Background: an optimization exercise with open tools, aiming at small area. Do not read the settings as production practice. RTL that was checked went through simulation tests only; none was proved equivalent to the original. Function not checked in runs 5 and 6: the RTL went through the layout flow alone. No activity file was given, so power comes from the tool's default toggle rates.

--- design/flow/config.mk ---
export PLATFORM = sky130hd
export DESIGN_NAME = ARM7Execute
export DESIGN_NICKNAME = ARM7Execute
export VERILOG_FILES = /design/flow/design.v
export SDC_FILE = /design/flow/constraint.sdc
export NUM_CORES = 4
export LEC_CHECK = 0
export ABC_AREA = 1
export CAP_MARGIN = 20
export CORE_MARGIN = 2
export CORE_UTILIZATION = 30
export GPL_TIMING_DRIVEN = 0
export SLEW_MARGIN = 20
--- design/flow/flow/abc_area.script ---
strash
dch -f
amap
topo
--- design/flow/design.v ---
module PrefixCarry (
    input  [31:0] g,
    input  [31:0] p,
    input         cin,
    output [32:0] c
);
    logic [31:0] G [0:5];
    logic [31:0] P [0:5];
    always_comb begin
        G[0] = g;
        P[0] = p;
        G[0][0] = g[0] | (p[0] & cin);
        for (int l = 0; l < 5; l++) begin
            G[l+1] = G[l];
            P[l+1] = P[l];
            for (int i = 0; i < 32; i++)
                if ((i % (2 << l)) == (2 << l) - 1) begin
                    G[l+1][i] = G[l][i] | (P[l][i] & G[l][i - (1 << l)]);
                    P[l+1][i] = P[l][i] & P[l][i - (1 << l)];
                end
        end
    end
    logic [31:0] D [0:4];
    always_comb begin
        D[4] = G[5];
        for (int l = 3; l >= 0; l--) begin
            D[l] = D[l+1];
            for (int i = 0; i < 32; i++)
                if ((i % (2 << l)) == (1 << l) - 1 && i >= (2 << l))
                    D[l][i] = D[l+1][i] | (P[l][i] & D[l+1][i - (1 << l)]);
        end
    end
    assign c = {D[0], cin};
endmodule
module ALU (
    input [31:0] aBus,
    input [31:0] barrelOutput,
    input clk,
    input [3:0] aluOp,
    input updateFlags,
    input carryFlag, zeroFlag, overflowFlag, negativeFlag,
    output newCarryFlag, newZeroFlag, newOverflowFlag, newNegativeFlag,
    output [31:0] aluBus
);
    logic [3:0] op;
    always_ff @(posedge clk) op <= aluOp;
    logic [3:0] k;
    logic arith, invA, cinOne, useC;
    always_comb begin
        arith = 1'b1; invA = 1'b0; cinOne = 1'b0; useC = 1'b0;
        case (op)
            4'd0, 4'd8: begin k = 4'b1000; arith = 1'b0; end   
            4'd1, 4'd9: begin k = 4'b0110; arith = 1'b0; end   
            4'd2, 4'd10: begin k = 4'b1001; cinOne = 1'b1; end  
            4'd3: begin k = 4'b1001; invA = 1'b1; cinOne = 1'b1; end  
            4'd4, 4'd11: k = 4'b0110;                            
            4'd5: begin k = 4'b0110; useC = 1'b1; end            
            4'd6: begin k = 4'b1001; useC = 1'b1; end            
            4'd7: begin k = 4'b1001; invA = 1'b1; useC = 1'b1; end  
            4'd12: begin k = 4'b1110; arith = 1'b0; end          
            4'd13: begin k = 4'b1010; arith = 1'b0; end          
            4'd14: begin k = 4'b0100; arith = 1'b0; end          
            default: begin k = 4'b0101; arith = 1'b0; end        
        endcase
    end
    wire gA  = arith & ~invA;
    wire gNA = arith & invA;
    wire cin = cinOne | (useC & carryFlag);
    logic [31:0] p, g;
    always_comb begin
        for (int i = 0; i < 32; i++) begin
            p[i] = k[{aBus[i], barrelOutput[i]}];
            g[i] = ~p[i] & (aBus[i] ? gA : gNA);
        end
    end
    wire [32:0] c;
    PrefixCarry pc (.g(g), .p(p), .cin(cin), .c(c));
    wire [31:0] res = p ^ c[31:0];
    assign aluBus = res;
    assign newCarryFlag    = updateFlags ? c[32] : carryFlag;
    assign newOverflowFlag = updateFlags ? (c[32] ^ c[31]) : overflowFlag;
    assign newZeroFlag     = updateFlags ? (res == 32'd0) : zeroFlag;
    assign newNegativeFlag = updateFlags ? res[31] : negativeFlag;
endmodule
module BarrelShifter(
    input clk,
    input [31:0] b_bus,
    input [1:0] shift_type,
    input [4:0] shift_amount_imm,
    input [7:0] shift_amount_reg,
    input reg_shift,
    output logic [31:0] alu_input
);
    logic [31:0] b_q;
    logic [1:0]  t_q;
    logic [4:0]  n_q;
    logic        big_q;
    always_ff @(posedge clk) begin
        b_q   <= b_bus;
        t_q   <= shift_type;
        n_q   <= shift_amount_reg[4:0];
        big_q <= |shift_amount_reg[7:5];
    end
    wire [31:0] b   = reg_shift ? b_q : b_bus;
    wire [1:0]  t   = reg_shift ? t_q : shift_type;
    wire [4:0]  n   = reg_shift ? n_q : shift_amount_imm;
    wire        big = reg_shift & big_q;
    wire left  = (t == 2'b00);
    wire ror   = (t == 2'b11);
    wire right = t[1] ^ t[0];
    wire none  = big & ~ror;
    wire [4:0] r = left ? (5'd0 - n) : n;
    logic [31:0] rot;
    always_comb begin
        rot = b;
        for (int k = 0; k < 5; k++)
            if (r[k]) rot = {rot, rot} >> (1 << k);
    end
    logic [7:0] LT, EQL, EQR;
    logic [3:0] LEL, LER;
    always_comb begin
        for (int h = 0; h < 8; h++) begin
            LT[h]  = ror | ~none & (left & (n[4:2] < h) | right & (n[4:2] < 7 - h));
            EQL[h] = ~none & left & (n[4:2] == h);
            EQR[h] = ~none & right & (n[4:2] == 7 - h);
        end
        for (int l = 0; l < 4; l++) begin
            LEL[l] = (n[1:0] <= l);
            LER[l] = (n[1:0] <= 3 - l);
        end
    end
    wire fill = (t == 2'b10) & b[31];
    logic [31:0] keep;
    always_comb
        for (int i = 0; i < 32; i++) begin
            keep[i] = LT[i/4] | EQL[i/4] & LEL[i%4] | EQR[i/4] & LER[i%4];
            alu_input[i] = keep[i] ? rot[i] : fill;
        end
endmodule
module BranchHandler (
    input overflow_flag,
    input carry_flag,
    input zero_flag,
    input negative_flag,
    input[3:0] op_condition_flag,
    output logic should_branch
);
    logic base;
    wire nv = negative_flag ~^ overflow_flag;
    always_comb begin
        case (op_condition_flag[3:1])
            3'd0: base = zero_flag;
            3'd1: base = carry_flag;
            3'd2: base = negative_flag;
            3'd3: base = overflow_flag;
            3'd4: base = carry_flag & ~zero_flag;
            3'd5: base = nv;
            3'd6: base = ~zero_flag & nv;
            default: base = 1'b1;
        endcase
    end
    assign should_branch = base ^ op_condition_flag[0];
endmodule
module ARM7Execute (
    input         clk,
    input  [31:0] a_bus,
    input  [31:0] b_bus,
    input  [1:0]  shift_type,
    input  [4:0]  shift_amount_imm,
    input  [7:0]  shift_amount_reg,
    input         reg_shift,
    input  [3:0]  alu_op,
    input         update_flags,
    input         carry_flag,
    input         zero_flag,
    input         overflow_flag,
    input         negative_flag,
    input  [3:0]  cond,
    output [31:0] alu_bus,
    output        new_carry_flag,
    output        new_zero_flag,
    output        new_overflow_flag,
    output        new_negative_flag,
    output        cond_pass
);
    wire [31:0] shifter_out;
    BarrelShifter barrelShifter (
        .clk(clk),
        .b_bus(b_bus),
        .shift_type(shift_type),
        .shift_amount_imm(shift_amount_imm),
        .shift_amount_reg(shift_amount_reg),
        .reg_shift(reg_shift),
        .alu_input(shifter_out)
    );
    ALU alu (
        .aBus(a_bus),
        .barrelOutput(shifter_out),
        .clk(clk),
        .aluOp(alu_op),
        .updateFlags(update_flags),
        .carryFlag(carry_flag),
        .zeroFlag(zero_flag),
        .overflowFlag(overflow_flag),
        .negativeFlag(negative_flag),
        .newCarryFlag(new_carry_flag),
        .newZeroFlag(new_zero_flag),
        .newOverflowFlag(new_overflow_flag),
        .newNegativeFlag(new_negative_flag),
        .aluBus(alu_bus)
    );
    BranchHandler branchHandler (
        .overflow_flag(overflow_flag),
        .carry_flag(carry_flag),
        .zero_flag(zero_flag),
        .negative_flag(negative_flag),
        .op_condition_flag(cond),
        .should_branch(cond_pass)
    );
endmodule
--- design/flow/constraint.sdc ---
create_clock -name core_clock -period 13.0 [get_ports {clk}]
set_input_delay 2.6000 -clock core_clock [delete_from_list [all_inputs] [get_ports {clk}]]
set_output_delay 2.6000 -clock core_clock [all_outputs]
set_load 0.01 [all_outputs]
--- design/flow/flow/run.sh ---
#!/bin/bash
# Standard ORFS layout with two changes: synthesis maps with ABC's area
# mapper (flow/abc_area.script) and skips Yosys's full-adder extraction, and
# the port buffers are the library's smallest buffer (buf_1). Every other
# step is the standard one.
set -euo pipefail
W=$PWD
mkdir -p "$W/orfs_scripts"
cp -r "$FLOW_HOME/scripts/." "$W/orfs_scripts/"
cp "$W/flow/abc_area.script" "$W/orfs_scripts/abc_area.script"
bash standard.sh SCRIPTS_DIR="$W/orfs_scripts" ABC_AREA=1 ADDER_MAP_FILE= synth > "$W/synth.log" 2>&1
bash standard.sh "BUFFER_PORTS_ARGS=-buffer_cell sky130_fd_sc_hd__buf_1" > "$W/layout.log" 2>&1
--- design/flow/standard.sh ---
#!/bin/bash
# synth_recipe.tcl (not shown) runs the flow's synth.tcl, then flattens the netlist and writes it again
# the make line also repeats each setting of config.mk as NAME=value (left out here)
make -C /OpenROAD-flow-scripts/flow DESIGN_CONFIG=/design/flow/config.mk WORK_HOME=/design/flow/orfs CLKGATE_MAP_FILE= SYNTH_SCRIPT=/design/flow/synth_recipe.tcl "${@:-finish}"
==> impl_metrics.json, run 1 <==
{
  "seq_area_sq_um": 961,
  "start_util_pct": 30.7,
  "peakVddDrop_mv": 0.0576,
  "io_pins": 131,
  "cts_tree": "built",
  "cp_max_fo": 40,
  "row_count": 50,
  "die_w_um": 143,
  "first_global_vias": 6672,
  "max_slew_margin_pct": 32.9,
  "clockRootBuffer": "clkbuf_16",
  "gp_congestion": 0.928,
  "drc_errors": 0,
  "slowest_delay_ns": 0.41,
  "drt_iter0_drc": 469,
  "grt_usage_pct": 20.7,
  "die_area_sq_um": 20300,
  "ys_seq_area_share_pct": 16.7,
  "yosysMostFrequentCell": "o22ai_1",
  "clk_path_buf_depth": 2,
  "path_class": "primary input to output pin",
  "avgSynthCellArea_sq_um": 6.62,
  "place_area_sq_um": 6660,
  "status": "no timing/DRC/antenna violations",
  "core_area_sq_um": 18800,
  "h-tree-depth": 2,
  "via_per_inst": 6.12,
  "worstSetupStartpointType": "primary input",
  "multi_input_area_sq_um": 4520,
  "fin_crit_sh_pct": 95.6,
  "numCtsBuffers": 5,
  "hp-start": "shift_amount_reg[2]",
  "antenna_left": 0,
  "gr-total-overflow": 0,
  "synth_warnings": 7,
  "synth_cells": 869,
  "slew_viol_final": 0,
  "setup_tns_ns": 0,
  "routedWlPerCell_um": 17.4,
  "stdcell_area_sq_um": 7300,
  "grt_pass1_wl_mm": 34.5,
  "synthTopCellsByArea": "o22ai_1 (20%), o22a_1 (18%), dfxtp_1 (17%)",
  "antenna_found_initial": 0,
  "clk_pin_slew_ns": 0.07,
  "synth-edff-count": 0,
  "min_period_ns": 12.43,
  "hold_viol_final": 0,
  "crit_path_end_kind": "output pin",
  "syn-cell-area_sq_um": 5760,
  "clock.fmax_mhz": 80.4,
  "power_mw": 0.932,
  "finalSetupViolations": 0,
  "die_h_um": 143,
  "fillCellCount": 2037,
  "areaGrowthSynthToFinish_pct": 26.8,
  "wirelength_mm": 22.1,
  "power_leakage_nw": 2.33,
  "io_buffers": 130,
  "diodes": 0,
  "nNetsFinal": 1128,
  "synth_cell_type_count": 39,
  "rsz0062_at_grt": "false",
  "maxCapViolations": 0,
  "drive_above_1_share_pct": 7.73,
  "grt_max_degree": 42,
  "dr.pass1.iters": 5,
  "synthTopCellsByCount": "o22ai_1 (180), clkinv_1 (153), o22a_1 (117)",
  "synth_seq_cells": 48,
  "cpMostUsedCell": "nand2_1",
  "hpwl_mm": 16.1,
  "vias": 7772,
  "critPathRequiredTime_ns": 10.40,
  "power.density_nw_per_um2": 128,
  "cp.arrival_ns": 9.83,
  "netlist.area_leader.share_pct": 19.6,
  "synthesis.nets": 963,
  "ctsHoldBuffers": 0,
  "whs_path_depth": 1,
  "critPathSlowestCell": "a32oi_1",
  "hp-class": "primary input to register",
  "async_reset_ff_share_pct": 0,
  "tightest_slew_ns": 1.00,
  "synth_flop_cell": "dfxtp_1",
  "yosysTopAreaCell": "o22ai_1",
  "min_to": "barrelShifter.n_q[2]",
  "cts_sinks": 48
}
worst max-delay path by stage:
stage / startpoint / endpoint / slack, ns / depth (start not counted)
global placement: reg_shift / new_zero_flag / -4.91 / 37
floorplan: reg_shift / new_zero_flag / 0.04 / 38
global route: reg_shift / new_zero_flag / 0.01 / 42
CTS: reg_shift / new_zero_flag / 0.05 / 40
detailed placement: reg_shift / new_zero_flag / -3.21 / 38
finish: reg_shift / new_zero_flag / 0.57 / 40
final cells by class:
| type | count | area share [%] |
|---|---|---|
| sequential | 48 | 13.2 |
| clock buffer | 5 | 1.71 |
| multi-input combinational | 673 | 61.9 |
| tap | 234 | 4.01 |
| timing repair inverter | 2 | 0.206 |
| timing repair buffer | 151 | 9.62 |
| inverter | 153 | 8.73 |
| clock inverter | 3 | 0.634 |
layer usage:
| layer | wire length, um | share of wire (%) | vias to the layer above | GRT usage (%) |
|---|---|---|---|---|
| met5 | 0 | 0 | - | 0 |
| met4 | 490 | 2.2 | 0 | 5.37 |
| met3 | 1420 | 6.4 | 35 | 2.49 |
| met2 | 10300 | 46 | 299 | 34.4 |
| met1 | 9960 | 45 | 3541 | 28.3 |
| li1 | - | - | 3897 | - |
power breakdown:
| part | internal (mW) | switching [mW] | total [mW] |
|---|---|---|---|
| combinational | 0.229 | 0.388 | 0.617 |
| clock | 0.0915 | 0.0609 | 0.152 |
| sequential | 0.155 | 0.00715 | 0.163 |
| total | 0.476 | 0.456 | 0.932 |
cell usage in the layout (no fill, tap or decap), types with 2 or more instances in the layout:
cell type	synthesis	layout
o21ai_4	0	3
o21a_1	4	4
a32oi_1	7	7
a221oi_1	17	17
o22ai_1	180	170
clkbuf_16	0	7
buf_1	0	129
inv_2	0	2
clkinv_1	153	138
nor2_2	0	4
nor3_1	12	11
inv_4	0	3
clkinv_4	0	3
a31oi_1	3	2
nand4_1	4	4
o32ai_1	4	4
nor4_1	9	8
nand2_1	63	62
o22ai_2	0	6
a21oi_1	35	34
nor2_1	61	55
nand2b_1	2	2
nand3_1	6	6
inv_6	0	2
buf_4	0	16
dfxtp_1	48	48
o211ai_1	4	4
a211oi_1	7	7
o22ai_4	0	7
o21ai_0	60	56
nor2_4	0	2
o22a_1	117	117
o221ai_1	9	9
buf_6	0	2
or3_1	4	4
o32a_1	2	2
a22oi_1	43	43
clkinv_2	0	5
metrics by stage:
stage          hold slack (ns)  cells  util (%)  worst slack, ns
2_1_floorplan             2.63    869         -           0.0405
3_3_place_gp              2.69   1233      35.2            -4.91
3_5_place_dp              2.69   1236      35.5            -3.21
4_1_cts                   2.38   1259      38.0           0.0501
5_1_grt                   2.38   1269      38.9           0.0101
6_report                  2.39   1269      38.9            0.567
worst max-delay path: cells and delay by family:
kind	cells	cell delay (ns)
AO/OA/AOI/OAI	15	3.15
buffers and inverters	11	1.79
AND/OR/NAND/NOR	14	2.24
flip-flops by register name, indices dropped and copies added, names as in the netlist:
register,flops
barrelShifter.t_q,2
barrelShifter.big_q,1
barrelShifter.b_q,32
alu.arith,1
alu.useC,1
alu.cinOne,1
alu.invA,1
alu.k,4
barrelShifter.n_q,5
what timing repair did:
item | in CTS | in global routing
cloned | 6 | 3
hold endpoints to repair | 0 | 0
buffers inserted | 9 | 7
resized for setup | 39 | 17
endpoints found under the setup margin | 28 | 2
pin swaps | 8 | 7
cell families (layout without fill, tap and decap cells):
group                  after synthesis  count (layout)  share of synthesized area (%)
AOI/OAI and AO/OA                  502             507                           61.0
and+or+nand+nor                    166             166                           12.3
buffers and inverters              153             314                           9.98
DFF                                 48              48                           16.7
==> run 2: changes to the inputs <==
--- a/design/flow/config.mk
+++ b/design/flow/config.mk
@@ -10,4 +10,3 @@
 export CORE_MARGIN = 2
 export CORE_UTILIZATION = 30
-export GPL_TIMING_DRIVEN = 0
 export SLEW_MARGIN = 20
==> run 2 against run 1 <==
  * Setup slack better by 0.084 ns
  * Sequential share of layout area is 0.43 points higher
  * Clock power is 9.9% higher
  * Total power is 0.47% lower
  * Critical path depth is 2 higher
  * Count of clock-buffer cells in the layout stayed put
  * Non-clock buffer count is 2 higher
  * Final cell count is 0.39% lower
  * Critical path type unchanged
  * Worst hold slack better by 0.0099 ns
  * Via count is 2.9% lower
==> impl_metrics.json, run 2 <==
{
  "met3_usage_pct": 2.12,
  "avgSynthCellArea_sq_um": 6.62,
  "via_per_inst": 5.97,
  "fin_hold_ws_ns": 2.40,
  "cp_max_fo": 33,
  "antenna_found_initial": 0,
  "power_leakage_nw": 2.28,
  "gr-total-overflow": 0,
  "placedCellCount": 1254,
  "largest_reg_flops": 32,
  "synth_seq_cells": 48,
  "clockRootBuffer": "clkbuf_16",
  "synth_warnings": 7,
  "clk_pin_slew_ns": 0.07,
  "routedWlPerCell_um": 16.5,
  "hold_viol_final": 0,
  "p_sw_mw": 0.439,
  "syn-cell-area_sq_um": 5760,
  "clock.fmax_mhz": 81.0,
  "peakVddDrop_mv": 0.0616,
  "hp-start": "shift_amount_reg[0]",
  "vias": 7543,
  "grt_use_met1_pct": 27.9,
  "critPathLaunch": "reg_shift",
  "areaGrowthSynthToFinish_pct": 22.8,
  "synthTopCellsByCount": "o22ai_1 (180), clkinv_1 (153), o22a_1 (117)",
  "mostFrequentLayoutCell": "o22ai_1",
  "power_mw": 0.927,
  "p_int_mw": 0.488,
  "ctsHoldBuffers": 0,
  "wirelength_mm": 20.9,
  "layout_common_cells": "o22ai_1 (175), clkinv_1 (146), buf_1 (129)",
  "io_pins": 131,
  "cts_tree": "built",
  "slowest_delay_ns": 0.38,
  "synth_cell_type_count": 39,
  "fillCellCount": 2049,
  "worstSetupStartpointType": "primary input",
  "stdcell_area_sq_um": 7070,
  "numCtsBuffers": 5,
  "switching_share_pct": 47.4,
  "place_area_sq_um": 6770,
  "antenna_left": 0,
  "tightest_slew_ns": 0.779,
  "slew_viol_final": 0,
  "clockPowerShare_pct": 18.0,
  "fin_util_pct": 37.7,
  "synth_flop_cell": "dfxtp_1",
  "synthesis.nets": 963,
  "cts_sinks": 48,
  "p_comb_share_pct": 64.5,
  "grt_pass1_wl_mm": 32.8,
  "die_h_um": 143,
  "power_frac_seq_pct": 17.5,
  "die_w_um": 143,
  "hp-class": "primary input to register",
  "nNetsFinal": 1123,
  "min_period_ns": 12.35,
  "maxCapViolations": 0,
  "ys_seq_area_share_pct": 16.7,
  "synth-edff-count": 0,
  "gp_congestion": 1.01,
  "diodes": 0,
  "row_count": 50,
  "synthTopCellsByArea": "o22ai_1 (20%), o22a_1 (18%), dfxtp_1 (17%)",
  "cp.arrival_ns": 9.75,
  "max_flop_register": "barrelShifter.b_q",
  "start_util_pct": 30.7,
  "power.density_nw_per_um2": 131,
  "async_reset_ff_share_pct": 0,
  "yosysTopAreaCell": "o22ai_1",
  "clk_path_buf_depth": 2,
  "stdcell_count": 1264,
  "hpwl_mm": 16.5,
  "drc_errors": 0,
  "fin_crit_sh_pct": 95.0,
  "grt_max_degree": 34,
  "grt_usage_pct": 19.6,
  "io_buffers": 130,
  "first_global_vias": 6495,
  "busiest_layer": "met2",
  "status": "no timing/DRC/antenna violations",
  "critPathRequiredTime_ns": 10.40,
  "synth_cells": 869,
  "crit_path_end_kind": "output pin",
  "path_class": "primary input to output pin",
  "dr.pass1.iters": 6,
  "drt_iter0_drc": 503,
  "max_slew_margin_pct": 48.0,
  "finalSetupViolations": 0,
  "critPathSlowestCell": "nor4_2",
  "drive_above_1_share_pct": 5.63,
  "die_area_sq_um": 20300,
  "rsz0062_at_grt": "false",
  "h-tree-depth": 2,
  "yosysMostFrequentCell": "o22ai_1",
  "core_area_sq_um": 18800,
  "netlist.area_leader.share_pct": 19.6,
  "grtUsageMet2_pct": 31.5
}
==> run 2: power by group through the flow <==
stage / Combinational, mW / Clock (mW) / Sequential, mW
3_5_place_dp: 0.577 / 0 / 0.165
3_3_place_gp: 0.573 / 0 / 0.165
2_1_floorplan: 0.420 / 0 / 0.163
4_1_cts: 0.581 / 0.170 / 0.162
6_report: 0.598 / 0.167 / 0.162
5_1_grt: 0.662 / 0.175 / 0.163
==> run 2: worst max-delay path, delay by kind of cell <==
kind / cells / cell delay [ns]
simple gates: 13 / 2.09
compound gates: 17 / 3.11
buf+inv: 12 / 1.93
==> run 2: repair_timing <==
item	CTS	global route
setup endpoints to repair	1	2
pin swaps	0	2
buffers inserted	0	2
resized for setup	3	18
==> run 2: per-stage QoR <==
stage                     setup WS, ns  TNS (ns)
after floorplan                 0.0405         0
after global placement           0.138         0
after detailed placement        -0.188    -0.188
after CTS                       0.0918         0
after global routing            0.0221         0
final                            0.651         0
==> run 2: final timing paths <==
kind,cells past startpoint,slack [ns],endpoint
worst max-delay path,42,0.65,new_zero_flag
worst min-delay path,1,2.40,barrelShifter.n_q[0]
==> run 2: metal layers <==
| metal | vias to the layer above | share of wire (%) |
|---|---|---|
| met5 | - | 0 |
| met4 | 0 | 1.7 |
| met3 | 28 | 8.1 |
| met2 | 323 | 44 |
| met1 | 3327 | 46 |
| li1 | 3865 | - |
==> run 2: final cells by class <==
class | instances | area (sq um) | area share (%)
Clock buffer | 5 | 125 | 1.77
Multi-Input combinational cell | 668 | 4340 | 61.4
Tap cell | 234 | 293 | 4.14
Clock inverter | 3 | 68.8 | 0.974
Inverter | 153 | 609 | 8.62
Timing Repair Buffer | 153 | 668 | 9.45
Sequential cell | 48 | 961 | 13.6
==> run 2: logic make-up (layout without fill, tap and decap cells) <==
kind of cell	after synthesis	in the layout	share of synthesized area (%)
AOI/OAI and AO/OA	502	502	61.0
buffers and inverters	153	314	9.98
DFF	48	48	16.7
and+or+nand+nor	166	166	12.3
==> run 3: changes to the inputs <==
--- a/design/flow/design.v
+++ b/design/flow/design.v
@@ -45,23 +45,16 @@
     logic [3:0] op;
     always_ff @(posedge clk) op <= aluOp;
-    logic [3:0] k;
-    logic arith, invA, cinOne, useC;
-    always_comb begin
-        arith = 1'b1; invA = 1'b0; cinOne = 1'b0; useC = 1'b0;
-        case (op)
-            4'd0, 4'd8: begin k = 4'b1000; arith = 1'b0; end   
-            4'd1, 4'd9: begin k = 4'b0110; arith = 1'b0; end   
-            4'd2, 4'd10: begin k = 4'b1001; cinOne = 1'b1; end  
-            4'd3: begin k = 4'b1001; invA = 1'b1; cinOne = 1'b1; end  
-            4'd4, 4'd11: k = 4'b0110;                            
-            4'd5: begin k = 4'b0110; useC = 1'b1; end            
-            4'd6: begin k = 4'b1001; useC = 1'b1; end            
-            4'd7: begin k = 4'b1001; invA = 1'b1; useC = 1'b1; end  
-            4'd12: begin k = 4'b1110; arith = 1'b0; end          
-            4'd13: begin k = 4'b1010; arith = 1'b0; end          
-            4'd14: begin k = 4'b0100; arith = 1'b0; end          
-            default: begin k = 4'b0101; arith = 1'b0; end        
-        endcase
-    end
+    function automatic logic member(input logic [3:0] v, input logic [15:0] set);
+        member = set[v];
+    endfunction
+    wire [3:0] k;
+    assign k[0] = member(op, 16'b1000_0100_1100_1100);   
+    assign k[1] = member(op, 16'b0011_1010_0011_0010);   
+    assign k[2] = member(op, 16'b1101_1010_0011_0010);   
+    assign k[3] = member(op, 16'b0011_0101_1100_1101);   
+    wire arith  = member(op, 16'b0000_1100_1111_1100);
+    wire invA   = member(op, 16'b0000_0000_1000_1000);   
+    wire cinOne = member(op, 16'b0000_0100_0000_1100);   
+    wire useC   = member(op, 16'b0000_0000_1110_0000);   
     wire gA  = arith & ~invA;
     wire gNA = arith & invA;
--- a/design/flow/config.mk
+++ b/design/flow/config.mk
@@ -7,6 +7,6 @@
 export LEC_CHECK = 0
 export ABC_AREA = 1
-export CAP_MARGIN = 20
+export CAP_MARGIN = 0
 export CORE_MARGIN = 2
-export CORE_UTILIZATION = 30
-export SLEW_MARGIN = 20
+export CORE_UTILIZATION = 50
+export SLEW_MARGIN = 0
==> run 3 against run 2 <==
  * Sequential power shrank about 10%
  * Fmax shrank 0.72%
  * Final cell count shrank 8.5%
  * Global-route usage grew 13 points
  * Sequential cell count shrank 4
  * Count of clock-buffer cells in the layout grew 1
  * Critical endpoint unchanged
  * Setup slack lost 0.089 ns
  * Non-clock buffer count grew 1
  * Largest power group unchanged
  * Routed wire length shrank 1.4%
  * Die area shrank 40%
  * Utilization grew 24 points
  * Worst hold slack gained 0.0061 ns
==> impl_metrics.json, run 3 <==
{
  "status": "no timing/DRC/antenna violations",
  "power.density_nw_per_um2": 129,
  "clk_path_buf_depth": 2,
  "ctsHoldBuffers": 0,
  "switching_share_pct": 50.2,
  "power_mw": 0.865,
  "cts_tree": "built",
  "hpwl_mm": 16.3,
  "synthTopCellsByCount": "o22ai_1 (171), clkinv_1 (149), o22a_1 (117)",
  "synth_cells": 856,
  "row_count": 38,
  "p_sw_mw": 0.434,
  "antenna_left": 0,
  "h-tree-depth": 2,
  "fin_crit_sh_pct": 95.7,
  "peakVddDrop_mv": 0.165,
  "rsz0062_at_grt": "false",
  "finalSetupViolations": 0,
  "synthTopCellsByArea": "o22ai_1 (19%), o22a_1 (18%), dfxtp_1 (16%)",
  "placedCellCount": 1150,
  "place_area_sq_um": 6560,
  "path_class": "primary input to output pin",
  "syn-cell-area_sq_um": 5630,
  "gr-total-overflow": 0,
  "diodes": 0,
  "grt_max_degree": 34,
  "async_reset_ff_share_pct": 0,
  "drt_iter0_drc": 541,
  "stdcell_area_sq_um": 6720,
  "via_per_inst": 6.57,
  "fin_util_pct": 61.5,
  "crit_path_end_kind": "output pin",
  "vias": 7600,
  "clock.fmax_mhz": 80.4,
  "max_slew_margin_pct": 33.0,
  "hold_viol_final": 0,
  "dr.pass1.iters": 5,
  "die_h_um": 110,
  "synth_cell_type_count": 35,
  "die_area_sq_um": 12100,
  "dpl_worst_slack_ns": 0.142,
  "setup_tns_ns": 0,
  "die_w_um": 110,
  "fin_hold_ws_ns": 2.40,
  "fillCellCount": 1037,
  "slowest_delay_ns": 0.39,
  "first_global_vias": 6602,
  "tightest_slew_ns": 1.00,
  "worstSetupStartpointType": "primary input",
  "slew_viol_final": 0,
  "drive_above_1_share_pct": 5.01,
  "gp_congestion": 1.01,
  "grt_usage_pct": 32.5,
  "power_frac_seq_pct": 16.8,
  "largest_reg_flops": 32,
  "routedWlPerCell_um": 17.8,
  "yosysMostFrequentCell": "o22ai_1",
  "io_buffers": 130,
  "critPathSlowestCell": "a311oi_2",
  "clk_pin_slew_ns": 0.06,
  "drc_errors": 0,
  "hp-class": "primary input to register",
  "avgSynthCellArea_sq_um": 6.58,
  "start_util_pct": 51.5,
  "layout_common_cells": "o22ai_1 (166), clkinv_1 (142), buf_1 (129)",
  "grt_pass1_wl_mm": 31.4,
  "ys_seq_area_share_pct": 15.6,
  "yosysTopAreaCell": "o22ai_1",
  "antenna_found_initial": 0,
  "stdcell_count": 1157,
  "min_period_ns": 12.44,
  "clockPowerShare_pct": 13.5,
  "io_pins": 131,
  "synth_warnings": 7,
  "p_comb_share_pct": 69.7,
  "critPathRequiredTime_ns": 10.40,
  "setup_ws_ns": 0.561,
  "maxCapViolations": 0,
  "cp.arrival_ns": 9.84,
  "netlist.area_leader.share_pct": 19.0,
  "synth-edff-count": 0,
  "synthesis.nets": 950,
  "wirelength_mm": 20.6,
  "mostFrequentLayoutCell": "o22ai_1",
  "synth_seq_cells": 44,
  "cts_sinks": 44,
  "areaGrowthSynthToFinish_pct": 19.4,
  "clockRootBuffer": "clkbuf_16",
  "max_flop_register": "barrelShifter.b_q",
  "synth_flop_cell": "dfxtp_1",
  "core_area_sq_um": 10900,
  "numCtsBuffers": 5,
  "power_leakage_nw": 2.20,
  "p_int_mw": 0.431,
  "nNetsFinal": 1111,
  "cp_max_fo": 33
}
==> run 3: power groups by stage <==
stage / clock network, mW / logic [mW] / registers [mW]
3_3_place_gp: 0 / 0.572 / 0.148
5_1_grt: 0.120 / 0.662 / 0.146
4_1_cts: 0.116 / 0.589 / 0.145
6_report: 0.117 / 0.603 / 0.145
2_1_floorplan: 0 / 0.425 / 0.147
3_5_place_dp: 0 / 0.586 / 0.148
==> run 3: worst paths after layout <==
path,end,slack (ns),cells past startpoint,startpoint
max,new_zero_flag,0.56,39,reg_shift
min,alu.op[2],2.40,1,alu_op[2]
==> run 3: repair_timing <==
item / in CTS / in global routing
endpoints found under the setup margin: 0 / 1
buffers inserted: 0 / 0
gates resized for setup: 0 / 9
==> run 3: layer usage <==
metal,vias to the layer above,track usage [%],share of wire (%)
li1,3796,-,-
met1,3445,40.2,43
met2,307,57.4,48
met3,52,2.82,5.8
met4,0,13.6,3.6
met5,-,0,0
==> run 3: worst max-delay path: cells and delay by family <==
kind | cells | cell delay [ns]
buffers and inverters | 10 | 1.81
AO/OA/AOI/OAI | 17 | 3.48
AND/OR/NAND/NOR | 12 | 1.94
==> run 3: cell families after synthesis <==
kind of cell           after synthesis  synth area share (%)
AND/OR/NAND/NOR                    158                  12.0
AO/OA/AOI/OAI                      505                  62.5
buffers and inverters              149                  9.93
flip-flops                          44                  15.6
==> run 3: layout make-up <==
type	count	area [sq um]	share of cell area, %
clock inverter	1	5.00	0.0744
multi-input combinational	663	4280	63.7
timing repair buffer	154	673	10.0
clock buffer	6	129	1.92
tap	140	175	2.61
inverter	149	578	8.60
sequential	44	881	13.1
==> run 4: changes to the inputs <==
--- a/design/flow/config.mk
+++ b/design/flow/config.mk
@@ -7,6 +7,6 @@
 export LEC_CHECK = 0
 export ABC_AREA = 1
-export CAP_MARGIN = 0
+export CAP_MARGIN = 20
 export CORE_MARGIN = 2
-export CORE_UTILIZATION = 50
-export SLEW_MARGIN = 0
+export CORE_UTILIZATION = 30
+export SLEW_MARGIN = 20
==> run 4 against run 3 <==
  * Still clean on timing, DRC and antenna
  * Global-route usage shrank 13 points
  * First-iteration DRC count grew 2.2%
  * Final cell count grew 7.8%
  * Sequential power is essentially flat
  * Cell area grew 2.1%
  * Non-clock buffer count shrank 5
  * Fmax grew 2.1%
  * Count of clock-buffer cells in the layout is the same
  * Area after synthesis is the same
  * Utilization shrank 25 points
  * Setup slack gained 0.26 ns
  * Routed wire length shrank 2.4%
  * Critical path type unchanged
  * Critical endpoint unchanged
==> impl_metrics.json, run 4 <==
{
  "status": "no timing/DRC/antenna violations",
  "synthesis.nets": 950,
  "drt_iter0_drc": 553,
  "routedWlPerCell_um": 16.1,
  "antenna_left": 0,
  "drc_errors": 0,
  "synthTopCellsByArea": "o22ai_1 (19%), o22a_1 (18%), dfxtp_1 (16%)",
  "io_buffers": 130,
  "maxCapViolations": 0,
  "cts_sinks": 44,
  "hp-class": "primary input to register",
  "synthTopCellsByCount": "o22ai_1 (171), clkinv_1 (149), o22a_1 (117)",
  "synth_seq_cells": 44,
  "io_pins": 131,
  "yosysTopAreaCell": "o22ai_1",
  "grt_usage_pct": 19.4,
  "grt_max_degree": 34,
  "h-tree-depth": 2,
  "clockPowerShare_pct": 17.0,
  "antenna_found_initial": 0,
  "crit_path_end_kind": "output pin",
  "first_global_vias": 6531,
  "path_class": "primary input to output pin",
  "start_util_pct": 30.3,
  "max_flop_register": "barrelShifter.b_q",
  "syn-cell-area_sq_um": 5630,
  "hold_viol_final": 0,
  "via_per_inst": 5.93,
  "mostFrequentLayoutCell": "o22ai_1",
  "p_sw_mw": 0.434,
  "clock.fmax_mhz": 82.1,
  "slowest_delay_ns": 0.41,
  "yosysMostFrequentCell": "o22ai_1",
  "max_slew_margin_pct": 34.8,
  "slew_viol_final": 0,
  "dpl_worst_slack_ns": 0.0574,
  "die_area_sq_um": 19900,
  "gr-total-overflow": 0,
  "fin_crit_sh_pct": 93.7,
  "fillCellCount": 2056,
  "p_int_mw": 0.457,
  "nNetsFinal": 1106,
  "synth_cell_type_count": 35,
  "worstSetupStartpointType": "primary input",
  "wirelength_mm": 20.1,
  "setup_tns_ns": 0,
  "clockRootBuffer": "clkbuf_16",
  "power.density_nw_per_um2": 130,
  "power_frac_seq_pct": 16.3,
  "die_h_um": 141,
  "synth_cells": 856,
  "peakVddDrop_mv": 0.0534,
  "dr.pass1.iters": 6,
  "row_count": 50,
  "async_reset_ff_share_pct": 0,
  "critPathRequiredTime_ns": 10.40,
  "p_comb_share_pct": 66.8,
  "avgSynthCellArea_sq_um": 6.58,
  "clk_path_buf_depth": 2,
  "grt_pass1_wl_mm": 32.0,
  "areaGrowthSynthToFinish_pct": 21.9,
  "numCtsBuffers": 5,
  "vias": 7396,
  "synth-edff-count": 0,
  "switching_share_pct": 48.7,
  "die_w_um": 141,
  "largest_reg_flops": 32,
  "cts_tree": "built",
  "min_period_ns": 12.18,
  "power_leakage_nw": 2.20,
  "setup_ws_ns": 0.821,
  "cp.arrival_ns": 9.58,
  "finalSetupViolations": 0,
  "post_cts_buffers": 0,
  "ys_seq_area_share_pct": 15.6,
  "clk_pin_slew_ns": 0.07,
  "drive_above_1_share_pct": 5.03,
  "netlist.area_leader.share_pct": 19.0,
  "layout_common_cells": "o22ai_1 (167), clkinv_1 (141), buf_1 (129)",
  "hpwl_mm": 16.1,
  "core_area_sq_um": 18600,
  "gp_congestion": 0.951,
  "cp_max_fo": 32,
  "diodes": 0,
  "rsz0062_at_grt": "false",
  "critPathSlowestCell": "o22ai_1",
  "synth_warnings": 7,
  "synth_flop_cell": "dfxtp_1",
  "tightest_slew_ns": 0.976
}
## run 4: cell types whose count changed in the layout (fill, tap and decap cells not counted), moves of 2 or more
cell	before	now
o21ai_2	2	4
clkinv_2	4	1
buf_4	23	17
inv_4	0	2
## run 4: what timing repair did
action / 4_1_cts / 5_1_grt
endpoints found under the setup margin: 0 / 4
hold buffers: 0 / 0
gates resized for setup: 0 / 18
hold endpoints to repair: 0 / 0
## run 4: area by class of cell
cell class	count	area, sq um	area share, %
inverters	149	584	8.51
clock buffers	6	139	2.02
repair buffers	149	642	9.35
multi-input cells	663	4290	62.5
well taps	234	293	4.26
clock inverters	2	38.8	0.565
flip-flops and latches	44	881	12.8
## run 4: final timing paths
| check | startpoint | end | slack, ns | cells after the start |
|---|---|---|---|---|
| hold / removal | alu_op[1] | alu.op[1] | 2.39 | 1 |
| setup / recovery | reg_shift | new_zero_flag | 0.82 | 37 |
## run 4: through the flow
stage | instance area [sq um] | utilization, % | power (mW) | hold slack (ns) | std cells
2_1_floorplan | 5700 | - | 0.572 | 2.63 | 856
3_3_place_gp | 6640 | 35.7 | 0.725 | 2.69 | 1239
3_5_place_dp | 6640 | 35.7 | 0.728 | 2.70 | 1239
4_1_cts | 6820 | 36.7 | 0.883 | 2.38 | 1247
5_1_grt | 6870 | 37.0 | 0.966 | 2.39 | 1247
6_report | 6870 | 37.0 | 0.891 | 2.39 | 1247
## run 4: critical path: cells and delay by family
kind	cells	cell delay [ns]
compound gates	16	3.47
simple gates	12	1.84
buf+inv	9	1.65
## run 4: power by group through the flow
stage / Clock [mW] / Sequential, mW / Combinational [mW]
2_1_floorplan: 0 / 0.147 / 0.425
3_3_place_gp: 0 / 0.148 / 0.577
3_5_place_dp: 0 / 0.148 / 0.581
4_1_cts: 0.155 / 0.145 / 0.583
5_1_grt: 0.163 / 0.145 / 0.658
6_report: 0.151 / 0.145 / 0.594
## run 4: per-layer routing
layer  routed length [um]  share of wire (%)  GRT usage [%]
met4                  612                3.0           6.68
met2                 8790                 44           31.2
met5                    0                  0              0
met1                 9220                 46           26.2
met3                 1450                7.2           3.53
## run 4: logic make-up after synthesis
kind of cell           count (synthesis)  synth area share (%)
AO/OA/AOI/OAI                        505                  62.5
AND/OR/NAND/NOR                      158                  12.0
buffers and inverters                149                  9.93
flip-flops                            44                  15.6
==> run 5: changes to the inputs <==
--- a/design/flow/design.v
+++ b/design/flow/design.v
@@ -89,45 +89,46 @@
     logic [4:0]  n_q;
     logic        big_q;
+    wire reg_big = |shift_amount_reg[7:5];
     always_ff @(posedge clk) begin
         b_q   <= b_bus;
         t_q   <= shift_type;
-        n_q   <= shift_amount_reg[4:0];
-        big_q <= |shift_amount_reg[7:5];
+        n_q   <= shift_amount_reg[4:0] | {5{reg_big & (shift_type == 2'b10)}};
+        big_q <= reg_big & ~shift_type[1];
     end
     wire [31:0] b   = reg_shift ? b_q : b_bus;
     wire [1:0]  t   = reg_shift ? t_q : shift_type;
     wire [4:0]  n   = reg_shift ? n_q : shift_amount_imm;
-    wire        big = reg_shift & big_q;
-    wire left  = (t == 2'b00);
-    wire ror   = (t == 2'b11);
-    wire right = t[1] ^ t[0];
-    wire none  = big & ~ror;
+    wire        zero = reg_shift & big_q;
+    wire left = (t == 2'b00);
+    wire wrap = (t == 2'b11) | left;    
+    wire fill = (t == 2'b10) & b[31];
+    logic [7:0] LT, EQ;
+    logic [3:0] LE;
+    always_comb begin
+        for (int h = 0; h < 8; h++) begin
+            LT[h] = ~zero & (~left | (n[4:2] < 7 - h));
+            EQ[h] = ~zero & left & (n[4:2] == 7 - h);
+        end
+        for (int l = 0; l < 4; l++)
+            LE[l] = (n[1:0] <= 3 - l);
+    end
+    logic [31:0] bm;
+    always_comb
+        for (int i = 0; i < 32; i++)
+            bm[i] = b[i] & (LT[i/4] | EQ[i/4] & LE[i%4]);
     wire [4:0] r = left ? (5'd0 - n) : n;
-    logic [31:0] rot;
-    always_comb begin
-        rot = b;
-        for (int k = 0; k < 5; k++)
-            if (r[k]) rot = {rot, rot} >> (1 << k);
-    end
-    logic [7:0] LT, EQL, EQR;
-    logic [3:0] LEL, LER;
-    always_comb begin
-        for (int h = 0; h < 8; h++) begin
-            LT[h]  = ror | ~none & (left & (n[4:2] < h) | right & (n[4:2] < 7 - h));
-            EQL[h] = ~none & left & (n[4:2] == h);
-            EQR[h] = ~none & right & (n[4:2] == 7 - h);
-        end
-        for (int l = 0; l < 4; l++) begin
-            LEL[l] = (n[1:0] <= l);
-            LER[l] = (n[1:0] <= 3 - l);
-        end
-    end
-    wire fill = (t == 2'b10) & b[31];
-    logic [31:0] keep;
-    always_comb
-        for (int i = 0; i < 32; i++) begin
-            keep[i] = LT[i/4] | EQL[i/4] & LEL[i%4] | EQR[i/4] & LER[i%4];
-            alu_input[i] = keep[i] ? rot[i] : fill;
-        end
+    logic [31:0] s [0:5];
+    assign s[0] = bm;
+    genvar k, i;
+    generate for (k = 0; k < 5; k++) begin : st
+        for (i = 0; i < 32; i++) begin : bt
+            if (i + (1 << k) < 32) begin : in_range
+                assign s[k+1][i] = r[k] ? s[k][i + (1 << k)] : s[k][i];
+            end else begin : wrapped
+                assign s[k+1][i] = r[k] ? (wrap ? s[k][i + (1 << k) - 32] : fill) : s[k][i];
+            end
+        end
+    end endgenerate
+    assign alu_input = s[5];
 endmodule
 module BranchHandler (
==> run 5 against run 4 <==
  * Still clean on timing, DRC and antenna
  * Area after synthesis fell by 3.5%
  * Sequential cell count did not move
  * Non-clock buffer count rose by 36
  * Global-route usage fell by 0.14 points
  * Clock power fell by 3%
  * Utilization rose by 3.0 points
  * Fmax fell by 1.7%
  * Sequential power barely moved
  * Worst hold slack improved by 0.014 ns
  * Routed wire length fell by 2.3%
  * Final cell count fell by 0.24%
  * Via count fell by 3.5%
==> impl_metrics.json, run 5 <==
{
  "clock.fmax_mhz": 80.7,
  "drt_iter0_drc": 508,
  "synth_warnings": 8,
  "p_sw_mw": 0.471,
  "critPathSlowestCell": "or4_4",
  "power_leakage_nw": 2.31,
  "routedWlPerCell_um": 15.8,
  "gr-total-overflow": 0,
  "fin_util_pct": 39.9,
  "die_area_sq_um": 19200,
  "hp-class": "primary input to register",
  "clockPowerShare_pct": 14.9,
  "cp_max_fo": 8,
  "min_period_ns": 12.39,
  "avgSynthCellArea_sq_um": 6.61,
  "slew_viol_final": 0,
  "synthesis.nets": 916,
  "p_comb_share_pct": 70.2,
  "drive_above_1_share_pct": 11.1,
  "layout_common_cells": "o22a_1 (144), o22ai_1 (131), buf_1 (129)",
  "synthMuxAreaShare_pct": 0,
  "row_count": 49,
  "clk_pin_slew_ns": 0.06,
  "power.density_nw_per_um2": 137,
  "grt_pass1_wl_mm": 31.5,
  "largest_reg_flops": 32,
  "max_slew_margin_pct": 57.6,
  "antenna_found_initial": 0,
  "core_area_sq_um": 17800,
  "vias": 7135,
  "synthTopCellsByCount": "o22a_1 (144), o22ai_1 (141), clkinv_1 (133)",
  "max_flop_register": "barrelShifter.b_q",
  "synth_adder_area_share_pct": 0,
  "ys_seq_area_share_pct": 16.2,
  "worstSetupStartpointType": "primary input",
  "yosysMostFrequentCell": "o22a_1",
  "synth_xor_area_share_pct": 0,
  "async_reset_ff_share_pct": 0,
  "ctsHoldBuffers": 0,
  "setup_ws_ns": 0.607,
  "synth_cells": 822,
  "grt_max_degree": 35,
  "fin_crit_sh_pct": 95.3,
  "dpl_worst_slack_ns": -0.134,
  "crit_path_end_kind": "output pin",
  "synth-edff-count": 0,
  "slowest_delay_ns": 0.58,
  "peakVddDrop_mv": 0.110,
  "synthTopCellsByArea": "o22a_1 (23%), o22ai_1 (16%), dfxtp_1 (16%)",
  "clockRootBuffer": "clkbuf_16",
  "stdcell_count": 1244,
  "wirelength_mm": 19.6,
  "antenna_left": 0,
  "placedCellCount": 1235,
  "die_h_um": 139,
  "synth_seq_cells": 44,
  "diodes": 0,
  "hpwl_mm": 15.4,
  "hold_viol_final": 0,
  "first_global_vias": 6423,
  "h-tree-depth": 2,
  "gp_congestion": 0.880,
  "p_int_mw": 0.506,
  "critPathRequiredTime_ns": 10.40,
  "io_buffers": 130,
  "netlist.area_leader.share_pct": 23.2,
  "cts_tree": "built",
  "die_w_um": 139,
  "status": "no timing/DRC/antenna violations",
  "dr.pass1.iters": 5,
  "finalSetupViolations": 0,
  "clk_path_buf_depth": 2,
  "syn-cell-area_sq_um": 5440,
  "cp.arrival_ns": 9.79,
  "io_pins": 131,
  "start_util_pct": 30.5,
  "synth-compound-area-share_pct": 60.0,
  "power_frac_seq_pct": 14.9,
  "switching_share_pct": 48.2,
  "power_mw": 0.977,
  "drc_errors": 0,
  "areaGrowthSynthToFinish_pct": 31.0,
  "maxCapViolations": 0,
  "cpMostUsedCell": "clkinv_1",
  "yosysTopAreaCell": "o22a_1",
  "synth_flop_cell": "dfxtp_1",
  "mostFrequentLayoutCell": "o22a_1",
  "path_class": "primary input to output pin",
  "synth_cell_type_count": 40,
  "nNetsFinal": 1108,
  "synth-simple-area-share_pct": 14.6,
  "numCtsBuffers": 5,
  "tightest_slew_ns": 0.629,
  "cts_sinks": 44,
  "grt_usage_pct": 19.3,
  "via_per_inst": 5.74,
  "synth_top_family_by_area": "compound AO/OA/AOI/OAI gates"
}
==> run 5: critical path: cells and delay by family <==
kind            cells  cell delay [ns]
simple gates       10             1.95
buf+inv            11             1.40
compound gates     18             3.83
==> run 5: cells by family (layout without fill, tap and decap cells) <==
kind of cell	after synthesis	in the layout
AOI/OAI and AO/OA	460	460
and+or+nand+nor	185	185
buffers and inverters	133	326
DFF	44	44
==> run 5: worst paths after layout <==
kind | slack, ns | endpoint | start | cells past startpoint
worst max-delay path | 0.61 | new_zero_flag | reg_shift | 39
worst min-delay path | 2.40 | alu.op[3] | alu_op[3] | 1
==> run 5: area by class of cell <==
cell class | count | area, sq um
inverters | 133 | 514
repair buffers | 185 | 913
multi-input cells | 645 | 4360
well taps | 229 | 287
clock buffers | 5 | 125
flip-flops and latches | 44 | 881
fillers | 1882 | 10700
clock inverters | 3 | 46.3
==> run 5: power groups by stage <==
stage	combinational, mW	sequential (mW)	clock [mW]
2_1_floorplan	0.452	0.147	0
3_3_place_gp	0.643	0.148	0
3_5_place_dp	0.648	0.149	0
4_1_cts	0.654	0.146	0.149
5_1_grt	0.759	0.146	0.153
6_report	0.686	0.146	0.146
==> run 5: through the flow <==
| stage | TNS [ns] | hold WS, ns | instance area, sq um |
|---|---|---|---|
| final | 0 | 2.40 | 7120 |
| after global placement | 0 | 2.70 | 6730 |
| after detailed placement | -0.134 | 2.70 | 6730 |
| after CTS | 0 | 2.39 | 6920 |
| after floorplan | 0 | 2.63 | 5510 |
| after global routing | -0.0141 | 2.40 | 7120 |
==> run 5: per-layer routing <==
metal,track usage [%],routed length [um],up-vias
met1,26.3,9180,3243
met5,0,0,-
met3,2.14,1020,28
met4,5.53,432,0
li1,-,-,3659
met2,32.2,8990,205
==> run 5: what timing repair did <==
item                                    4_1_cts  5_1_grt
buffers inserted                              0        1
gates resized for setup                       4       43
endpoints found under the setup margin        1        4
cloned                                        0        0
pin swaps                                     0        5
==> run 6: changes to the inputs <==
--- a/design/flow/config.mk
+++ b/design/flow/config.mk
@@ -7,6 +7,6 @@
 export LEC_CHECK = 0
 export ABC_AREA = 1
-export CAP_MARGIN = 20
+export CAP_MARGIN = 0
 export CORE_MARGIN = 2
-export CORE_UTILIZATION = 30
-export SLEW_MARGIN = 20
+export CORE_UTILIZATION = 50
+export SLEW_MARGIN = 0
==> run 6 against run 5 <==
  * Critical path type unchanged
  * Final cell count decreased by 7.7%
  * Setup slack got worse by 0.13 ns
  * Worst hold slack got worse by 0.018 ns
  * Via count increased by 3.5%
  * Combinational power decreased by 0.7%
  * Non-clock buffer count decreased by 7
  * Critical path depth increased by 1
  * Die area decreased by 39%
  * Sequential share of layout area increased by 0.41 points
  * Highest routed layer unchanged
  * Critical endpoint unchanged
  * Area after synthesis unchanged
==> impl_metrics.json, run 6 <==
{
  "status": "no timing/DRC/antenna violations",
  "hp-start": "alu_op[3]",
  "drt_iter0_drc": 557,
  "die_area_sq_um": 11700,
  "synth_warnings": 8,
  "synth-edff-count": 0,
  "antenna_left": 0,
  "start_util_pct": 50.6,
  "worstSetupStartpointType": "primary input",
  "grt_pass1_wl_mm": 31.3,
  "slowest_delay_ns": 0.60,
  "synth-compound-area-share_pct": 60.0,
  "grt_max_degree": 35,
  "largest_reg_flops": 32,
  "hpwl_mm": 15.2,
  "synth-simple-area-share_pct": 14.6,
  "io_buffers": 130,
  "path_class": "primary input to output pin",
  "synth_xor_area_share_pct": 0,
  "slew_viol_final": 0,
  "finalSetupViolations": 0,
  "synthTopCellsByCount": "o22a_1 (144), o22ai_1 (141), clkinv_1 (133)",
  "power.density_nw_per_um2": 136,
  "hold_viol_final": 0,
  "dr.pass1.iters": 5,
  "clk_pin_slew_ns": 0.08,
  "grt_usage_pct": 32.6,
  "wirelength_mm": 19.5,
  "synth_seq_cells": 44,
  "critPathRequiredTime_ns": 10.40,
  "synth_cells": 822,
  "avgSynthCellArea_sq_um": 6.61,
  "syn-cell-area_sq_um": 5440,
  "die_w_um": 108,
  "max_flop_register": "barrelShifter.b_q",
  "nNetsFinal": 1101,
  "cp_max_fo": 11,
  "power_leakage_nw": 2.26,
  "row_count": 38,
  "clk_path_buf_depth": 2,
  "synthTopCellsByArea": "o22a_1 (23%), o22ai_1 (16%), dfxtp_1 (16%)",
  "min_to": "alu.op[3]",
  "yosysTopAreaCell": "o22a_1",
  "min_period_ns": 12.52,
  "core_area_sq_um": 10700,
  "synth_top_family_by_area": "compound AO/OA/AOI/OAI gates",
  "gp_congestion": 0.956,
  "crit_path_end_kind": "output pin",
  "ys_seq_area_share_pct": 16.2,
  "synthMuxAreaShare_pct": 0,
  "hp-class": "primary input to register",
  "clockRootBuffer": "clkbuf_8",
  "yosysMostFrequentCell": "o22a_1",
  "critPathTopFamily": "compound AO/OA/AOI/OAI gates",
  "synth_cell_type_count": 40,
  "diodes": 0,
  "cts_tree": "built",
  "cp.arrival_ns": 9.92,
  "io_pins": 131,
  "areaGrowthSynthToFinish_pct": 26.9,
  "h-tree-depth": 2,
  "peakVddDrop_mv": 0.111,
  "fillCellCount": 980,
  "max_slew_margin_pct": 48.2,
  "die_h_um": 108,
  "ctsHoldBuffers": 0,
  "critPathSlowestCell": "or4_1",
  "netlist.area_leader.share_pct": 23.2,
  "cpMostUsedCell": "clkinv_1",
  "first_global_vias": 6594,
  "synth_adder_area_share_pct": 0,
  "synthesis.nets": 916,
  "drc_errors": 0,
  "antenna_found_initial": 0,
  "layout_common_cells": "o22a_1 (144), buf_1 (129), o22ai_1 (127)",
  "mostFrequentLayoutCell": "o22a_1",
  "via_per_inst": 6.43,
  "drive_above_1_share_pct": 10.5,
  "clock.fmax_mhz": 79.9,
  "async_reset_ff_share_pct": 0,
  "routedWlPerCell_um": 17.0,
  "gr-total-overflow": 0,
  "setup_tns_ns": 0,
  "placedCellCount": 1139,
  "tightest_slew_ns": 0.774,
  "stdcell_count": 1148,
  "numCtsBuffers": 5,
  "power_mw": 0.940,
  "whs_path_depth": 1,
  "vias": 7387,
  "synth_flop_cell": "dfxtp_1",
  "maxCapViolations": 0,
  "fin_crit_sh_pct": 96.3,
  "path_buf_inv": 12,
  "cts_sinks": 44
}
-- run 6: cells by family (layout without fill, tap and decap cells) --
family | Yosys count | after routing
AO/OA/AOI/OAI | 460 | 460
buffers and inverters | 133 | 319
flip-flops | 44 | 44
AND/OR/NAND/NOR | 185 | 185
-- run 6: final cells by class --
class	instances	area (sq um)	area share [%]
clock buffers	7	96.3	1.40
clock inverters	1	30.0	0.435
inverters	133	515	7.48
multi-input cells	645	4350	63.0
flip-flops and latches	44	881	12.8
well taps	140	175	2.54
repair buffers	178	852	12.4
-- run 6: what timing repair did --
action,4_1_cts,5_1_grt
resized for setup,9,35
setup endpoints to repair,1,3
pin swaps,0,4
buffers inserted,0,1
-- run 6: worst max path at each step --
stage	startpoint	to	slack, ns	depth (start not counted)
2_1_floorplan	reg_shift	new_zero_flag	0.06	37
3_3_place_gp	reg_shift	new_zero_flag	-0.01	46
3_5_place_dp	reg_shift	new_zero_flag	-0.38	47
4_1_cts	reg_shift	new_zero_flag	0.02	40
5_1_grt	reg_shift	new_zero_flag	-0.04	38
6_report	reg_shift	new_zero_flag	0.48	40
-- run 6: power breakdown --
group	switching [mW]	internal [mW]	leakage [nW]
Combinational	0.418	0.263	1.83
Clock	0.0459	0.0678	0.0645
Sequential	0.00314	0.142	0.371
-- run 6: routing by layer --
layer | vias to the layer above | GRT usage, % | share of wire, %
met5 | - | 0 | 0
met4 | 0 | 10.6 | 3.0
met3 | 51 | 3.38 | 4.6
met2 | 274 | 60.6 | 50
met1 | 3426 | 38.9 | 42
li1 | 3636 | - | -
-- run 6: per-stage QoR --
stage	instance area, sq um	utilization, %	setup WS (ns)	hold slack (ns)
floorplan	5510	-	0.0561	2.63
CTS	6750	62.8	0.0165	2.37
finish	6900	64.2	0.477	2.38
global placement	6560	61.1	-0.0142	2.69
detailed placement	6560	61.1	-0.384	2.69
global route	6900	64.2	-0.0405	2.37
==> run 7: changes to the inputs <==
--- a/design/flow/design.v
+++ b/design/flow/design.v
@@ -103,21 +103,7 @@
     wire wrap = (t == 2'b11) | left;    
     wire fill = (t == 2'b10) & b[31];
-    logic [7:0] LT, EQ;
-    logic [3:0] LE;
-    always_comb begin
-        for (int h = 0; h < 8; h++) begin
-            LT[h] = ~zero & (~left | (n[4:2] < 7 - h));
-            EQ[h] = ~zero & left & (n[4:2] == 7 - h);
-        end
-        for (int l = 0; l < 4; l++)
-            LE[l] = (n[1:0] <= 3 - l);
-    end
-    logic [31:0] bm;
-    always_comb
-        for (int i = 0; i < 32; i++)
-            bm[i] = b[i] & (LT[i/4] | EQ[i/4] & LE[i%4]);
     wire [4:0] r = left ? (5'd0 - n) : n;
     logic [31:0] s [0:5];
-    assign s[0] = bm;
+    assign s[0] = b;
     genvar k, i;
     generate for (k = 0; k < 5; k++) begin : st
@@ -130,5 +116,17 @@
         end
     end endgenerate
-    assign alu_input = s[5];
+    logic [7:0] LT, EQ;
+    logic [3:0] LE;
+    always_comb begin
+        for (int h = 0; h < 8; h++) begin
+            LT[h] = ~zero & (~left | (n[4:2] < h));
+            EQ[h] = ~zero & left & (n[4:2] == h);
+        end
+        for (int l = 0; l < 4; l++)
+            LE[l] = (n[1:0] <= l);
+    end
+    always_comb
+        for (int i = 0; i < 32; i++)
+            alu_input[i] = s[5][i] & (LT[i/4] | EQ[i/4] & LE[i%4]);
 endmodule
 module BranchHandler (
--- a/design/flow/config.mk
+++ b/design/flow/config.mk
@@ -10,3 +10,4 @@
 export CORE_MARGIN = 2
 export CORE_UTILIZATION = 50
+export CTS_BUF_LIST = sky130_fd_sc_hd__clkbuf_8
 export SLEW_MARGIN = 0
==> run 7 against run 6 <==
  * Still clean
  * Critical path depth is 1 lower
  * Synthesized cell count is 0.12% lower
  * Total power is 5.9% lower
  * Fmax is 0.88% higher
  * Sequential cell count stayed put
  * Die area is 0.73% lower
  * Combinational power is 8.5% lower
  * Routed wire length is 4.3% higher
  * Utilization is 1.0 points lower
  * Global-route usage is 0.99 points higher
  * Final cell count is 2.5% lower
  * Sequential power hardly changed
  * Critical path type unchanged
  * Critical endpoint unchanged
==> impl_metrics.json, run 7 <==
{
  "status": "no timing/DRC/antenna violations",
  "yosysMostFrequentCell": "o22ai_1",
  "via_per_inst": 6.70,
  "antenna_left": 0,
  "diodes": 0,
  "grt_pass1_wl_mm": 32.0,
  "cts_sinks": 44,
  "die_area_sq_um": 11600,
  "clockRootBuffer": "clkbuf_8",
  "mostFrequentLayoutCell": "o22ai_1",
  "critPathSlowestCell": "a41oi_2",
  "power_leakage_nw": 2.14,
  "row_count": 37,
  "dr.pass1.iters": 5,
  "synth_seq_cells": 44,
  "netlist.area_leader.share_pct": 23.4,
  "clock.fmax_mhz": 80.6,
  "synth-edff-count": 0,
  "gr-total-overflow": 0,
  "io_pins": 131,
  "first_global_vias": 6808,
  "vias": 7497,
  "synthTopCellsByCount": "o22ai_1 (163), o22a_1 (144), clkinv_1 (134)",
  "syn-cell-area_sq_um": 5390,
  "worstSetupStartpointType": "primary input",
  "gp_congestion": 0.938,
  "numCtsBuffers": 5,
  "grt_max_degree": 34,
  "hold_viol_final": 0,
  "ys_seq_area_share_pct": 16.3,
  "synthTopCellsByArea": "o22a_1 (23%), o22ai_1 (19%), dfxtp_1 (16%)",
  "fin_crit_sh_pct": 95.5,
  "yosysTopAreaCell": "o22a_1",
  "hp-class": "primary input to register",
  "core_area_sq_um": 10400,
  "place_area_sq_um": 6320,
  "fillCellCount": 1007,
  "max_flop_register": "barrelShifter.b_q",
  "die_h_um": 108,
  "fin_hold_ws_ns": 2.37,
  "grt_usage_pct": 33.6,
  "hpwl_mm": 15.9,
  "io_buffers": 130,
  "areaGrowthSynthToFinish_pct": 21.9,
  "routedWlPerCell_um": 18.2,
  "synth_warnings": 8,
  "drc_errors": 0,
  "synth_flop_cell": "dfxtp_1",
  "async_reset_ff_share_pct": 0,
  "power.density_nw_per_um2": 135,
  "clk_pin_slew_ns": 0.09,
  "stdcell_count": 1119,
  "largest_reg_flops": 32,
  "tightest_slew_ns": 0.727,
  "synthesis.nets": 915,
  "finalSetupViolations": 0,
  "crit_path_end_kind": "output pin",
  "min_period_ns": 12.41,
  "nNetsFinal": 1076,
  "cp.arrival_ns": 9.81,
  "multi_input_area_sq_um": 4200,
  "wirelength_mm": 20.3,
  "slew_viol_final": 0,
  "peakVddDrop_mv": 0.0729,
  "critPathRequiredTime_ns": 10.40,
  "synth_cells": 821,
  "path_class": "primary input to output pin",
  "drive_above_1_share_pct": 7.02,
  "slowest_delay_ns": 0.32,
  "clk_path_buf_depth": 2,
  "stdcell_area_sq_um": 6580,
  "seq_area_sq_um": 881,
  "antenna_found_initial": 0,
  "placedCellCount": 1110,
  "synth_cell_type_count": 32,
  "die_w_um": 108,
  "drt_iter0_drc": 625,
  "max_slew_margin_pct": 51.6,
  "cts_tree": "built",
  "avgSynthCellArea_sq_um": 6.57,
  "power_mw": 0.885,
  "maxCapViolations": 0,
  "cp_max_fo": 33,
  "h-tree-depth": 2,
  "layout_common_cells": "o22ai_1 (153), o22a_1 (144), buf_1 (129)",
  "start_util_pct": 51.8
}
run 7: cell count changes after synthesis, moves of 5 or more:
cell      delta
o21ai_0      -9
nor2_1      +13
nand2_1     -11
a22o_1       -6
nor2b_1      -6
nor3_1       +9
o22ai_1     +22
a22oi_1     -15
o211ai_1     -6
o221ai_1     +5
run 7: final timing paths:
check | start | endpoint | slack [ns] | cells after the start
worst max-delay path | reg_shift | new_zero_flag | 0.59 | 39
worst min-delay path | alu_op[3] | alu.op[3] | 2.37 | 1
run 7: critical path: cells and delay by family:
family / cells / cell delay [ns]
compound gates: 18 / 3.85
simple gates: 8 / 1.14
buf+inv: 13 / 2.25
run 7: logic make-up after synthesis:
group                  share of synthesized area, %
AO/OA/AOI/OAI                                  59.0
AND/OR/NAND/NOR                                15.4
buffers and inverters                          9.32
flip-flops                                     16.3
run 7: report_power, final:
group,total [mW],switching (mW),internal [mW],leakage [nW]
Sequential,0.145,0.00305,0.142,0.371
Combinational,0.623,0.395,0.228,1.70
Clock,0.116,0.0534,0.0630,0.0614
run 7: layer usage:
metal,wire length (um),vias up,GRT usage [%]
li1,-,3624,-
met1,8490,3490,40.6
met2,9930,329,61.5
met3,1350,54,3.87
met4,581,0,10.4
met5,0,-,0
run 7: area by class of cell:
class                      count  share of cell area, %
clock buffer                   6                   1.26
clock inverter                 2                  0.590
inverter                     134                   7.95
multi-input combinational    643                   63.9
sequential                    44                   13.4
tap                          136                   2.59
timing repair buffer         154                   10.3
run 7: timing repair:
item / CTS / global route
hold buffers: 0 / 0
setup buffers: 0 / 1
pin swaps: 0 / 2
endpoints found under the setup margin: 1 / 2
resized for setup: 3 / 29
run 7: metrics by stage:
step | util, % | setup TNS [ns] | setup WS [ns]
3_3_place_gp | 60.7 | 0 | 0.392
2_1_floorplan | - | 0 | 0.0395
6_report | 63.1 | 0 | 0.586
5_1_grt | 63.1 | -0.00765 | -0.00765
4_1_cts | 62.1 | 0 | 0.0572
3_5_place_dp | 60.7 | -0.0765 | -0.0765
==> run 8: changes to the inputs <==
--- a/design/flow/config.mk
+++ b/design/flow/config.mk
@@ -7,7 +7,6 @@
 export LEC_CHECK = 0
 export ABC_AREA = 1
-export CAP_MARGIN = 0
+export CAP_MARGIN = 20
 export CORE_MARGIN = 2
-export CORE_UTILIZATION = 50
-export CTS_BUF_LIST = sky130_fd_sc_hd__clkbuf_8
-export SLEW_MARGIN = 0
+export CORE_UTILIZATION = 30
+export SLEW_MARGIN = 20
==> run 8 against run 7 <==
  * First-iteration DRC count shrank 24%
  * Critical path depth down 1
  * Setup slack improved by 0.17 ns
  * Highest routed layer unchanged
==> impl_metrics.json, run 8 <==
{
  "status": "no timing/DRC/antenna violations",
  "finalSetupViolations": 0,
  "synth_cell_type_count": 32,
  "vias": 7130,
  "yosysTopAreaCell": "o22a_1",
  "post_cts_buffers": 0,
  "tightest_slew_ns": 0.922,
  "ys_seq_area_share_pct": 16.3,
  "power.density_nw_per_um2": 132,
  "clk_pin_slew_ns": 0.06,
  "clock.fmax_mhz": 81.7,
  "maxCapViolations": 0,
  "wirelength_mm": 20.2,
  "core_area_sq_um": 17800,
  "synth-edff-count": 0,
  "clk_path_buf_depth": 2,
  "netlist.area_leader.share_pct": 23.4,
  "gr-total-overflow": 0,
  "clockRootBuffer": "clkbuf_16",
  "h-tree-depth": 2,
  "cts_sinks": 44,
  "layout_common_cells": "o22ai_1 (151), o22a_1 (144), buf_1 (129)",
  "cp.arrival_ns": 9.64,
  "io_buffers": 130,
  "placedCellCount": 1200,
  "path_class": "primary input to output pin",
  "drive_above_1_share_pct": 6.95,
  "drc_errors": 0,
  "synth_warnings": 8,
  "worstSetupStartpointType": "primary input",
  "io_pins": 131,
  "nNetsFinal": 1072,
  "gp_congestion": 0.938,
  "grt_pass1_wl_mm": 32.1,
  "synth_flop_cell": "dfxtp_1",
  "cts_tree": "built",
  "areaGrowthSynthToFinish_pct": 25.1,
  "grt_max_degree": 35,
  "synthTopCellsByArea": "o22a_1 (23%), o22ai_1 (19%), dfxtp_1 (16%)",
  "start_util_pct": 30.3,
  "synth_seq_cells": 44,
  "slew_viol_final": 0,
  "fin_crit_sh_pct": 94.2,
  "avgSynthCellArea_sq_um": 6.57,
  "first_global_vias": 6364,
  "numCtsBuffers": 5,
  "die_w_um": 138,
  "synthTopCellsByCount": "o22ai_1 (163), o22a_1 (144), clkinv_1 (134)",
  "diodes": 0,
  "stdcell_count": 1208,
  "power_leakage_nw": 2.14,
  "cp_max_fo": 32,
  "hpwl_mm": 15.7,
  "max_flop_register": "barrelShifter.b_q",
  "synthesis.nets": 915,
  "antenna_found_initial": 0,
  "power_mw": 0.891,
  "antenna_left": 0,
  "routedWlPerCell_um": 16.7,
  "synth_cells": 821,
  "row_count": 49,
  "hold_viol_final": 0,
  "die_h_um": 138,
  "hp-class": "primary input to register",
  "cpMostUsedCell": "clkinv_1",
  "critPathRequiredTime_ns": 10.40,
  "drt_iter0_drc": 472,
  "crit_path_end_kind": "output pin",
  "largest_reg_flops": 32,
  "max_slew_margin_pct": 38.5
}
-- run 8: cell type report --
cell class / instances / area, sq um
Clock inverter: 3 / 18.8
Clock buffer: 5 / 125
Fill cell: 1959 / 11000
Sequential cell: 44 / 881
Multi-Input combinational cell: 643 / 4260
Tap cell: 229 / 287
Inverter: 134 / 522
Timing Repair Buffer: 150 / 654
-- run 8: worst paths after layout --
check / startpoint / endpoint / slack (ns) / depth (start not counted)
hold / removal: alu_op[1] / alu.op[1] / 2.39 / 1
setup / recovery: reg_shift / new_zero_flag / 0.76 / 38
-- run 8: power by group --
| part | switching [mW] | internal (mW) | leakage, nW |
|---|---|---|---|
| sequential | 0.00318 | 0.142 | 0.371 |
| clock | 0.0561 | 0.0709 | 0.0736 |
| combinational | 0.389 | 0.230 | 1.70 |
| total | 0.448 | 0.443 | 2.14 |
-- run 8: what timing repair did --
item | in CTS | in global routing
gates resized for setup | 0 | 35
endpoints found under the setup margin | 0 | 5
hold endpoints to repair | 0 | 0
hold buffers | 0 | 0
-- run 8: metal layers --
layer / vias to the layer above / global-route usage [%] / wire length [um]
met3: 24 / 2.94 / 1190
li1: 3609 / - / -
met5: - / 0 / 0
met4: 0 / 6.23 / 385
met2: 237 / 32.6 / 9080
met1: 3260 / 27.7 / 9510
-- run 8: kinds of logic (layout without fill, tap and decap cells) --
| group | Yosys count | after routing | synth area share, % |
|---|---|---|---|
| AO/OA/AOI/OAI | 449 | 449 | 59.0 |
| buffers and inverters | 134 | 292 | 9.32 |
| flip-flops | 44 | 44 | 16.3 |
| AND/OR/NAND/NOR | 194 | 194 | 15.4 |
-- run 8: worst max-delay path, delay by kind of cell --
kind | cells | cell delay, ns
AO/OA/AOI/OAI | 18 | 3.85
buffers and inverters | 11 | 1.81
AND/OR/NAND/NOR | 9 | 1.36
-- run 8: through the flow --
stage	setup TNS [ns]	utilization (%)	hold slack [ns]	area [sq um]	worst slack, ns
after floorplan	0	-	2.63	5460	0.0395
after global placement	0	36.2	2.69	6430	0.309
after detailed placement	0	36.2	2.69	6430	0.0452
after CTS	0	37.0	2.38	6580	0.0202
after global routing	-0.0295	37.9	2.39	6750	-0.0295
final	0	37.9	2.39	6750	0.756

[re-timing with driven ports]
No port has a modelled driver above. Below, the same layouts with a new extraction and two added sets of constraints.
Step 1 sets driving cells, clkbuf_16 on the clock port and buf_2 on the other inputs (assumed; they add their load-dependent delay and slew).
Step 2 times the ports against the registers' clock, not the clock port: input delays grow and output delays shrink by t, the midpoint of the rising clock arrivals with the driver on.
Three values: ideal ports, drivers, drivers and shift; two values: the first two.
run	t (ns)	setup WS [ns]
run 1	0.331	0.567 / 0.539 / 0.539
run 2	0.323	0.651 / 0.626 / 0.626
run 3	0.315	0.561 / 0.536 / 0.536
run 4	0.336	0.821 / 0.789 / 0.789
run 5	0.324	0.607 / 0.574 / 0.574
run 6	0.329	0.477 / 0.452 / 0.452
run 7	0.333	0.586 / 0.564 / 0.564
run 8	0.341	0.756 / 0.725 / 0.725
After both steps setup and hold are still met in every run listed.
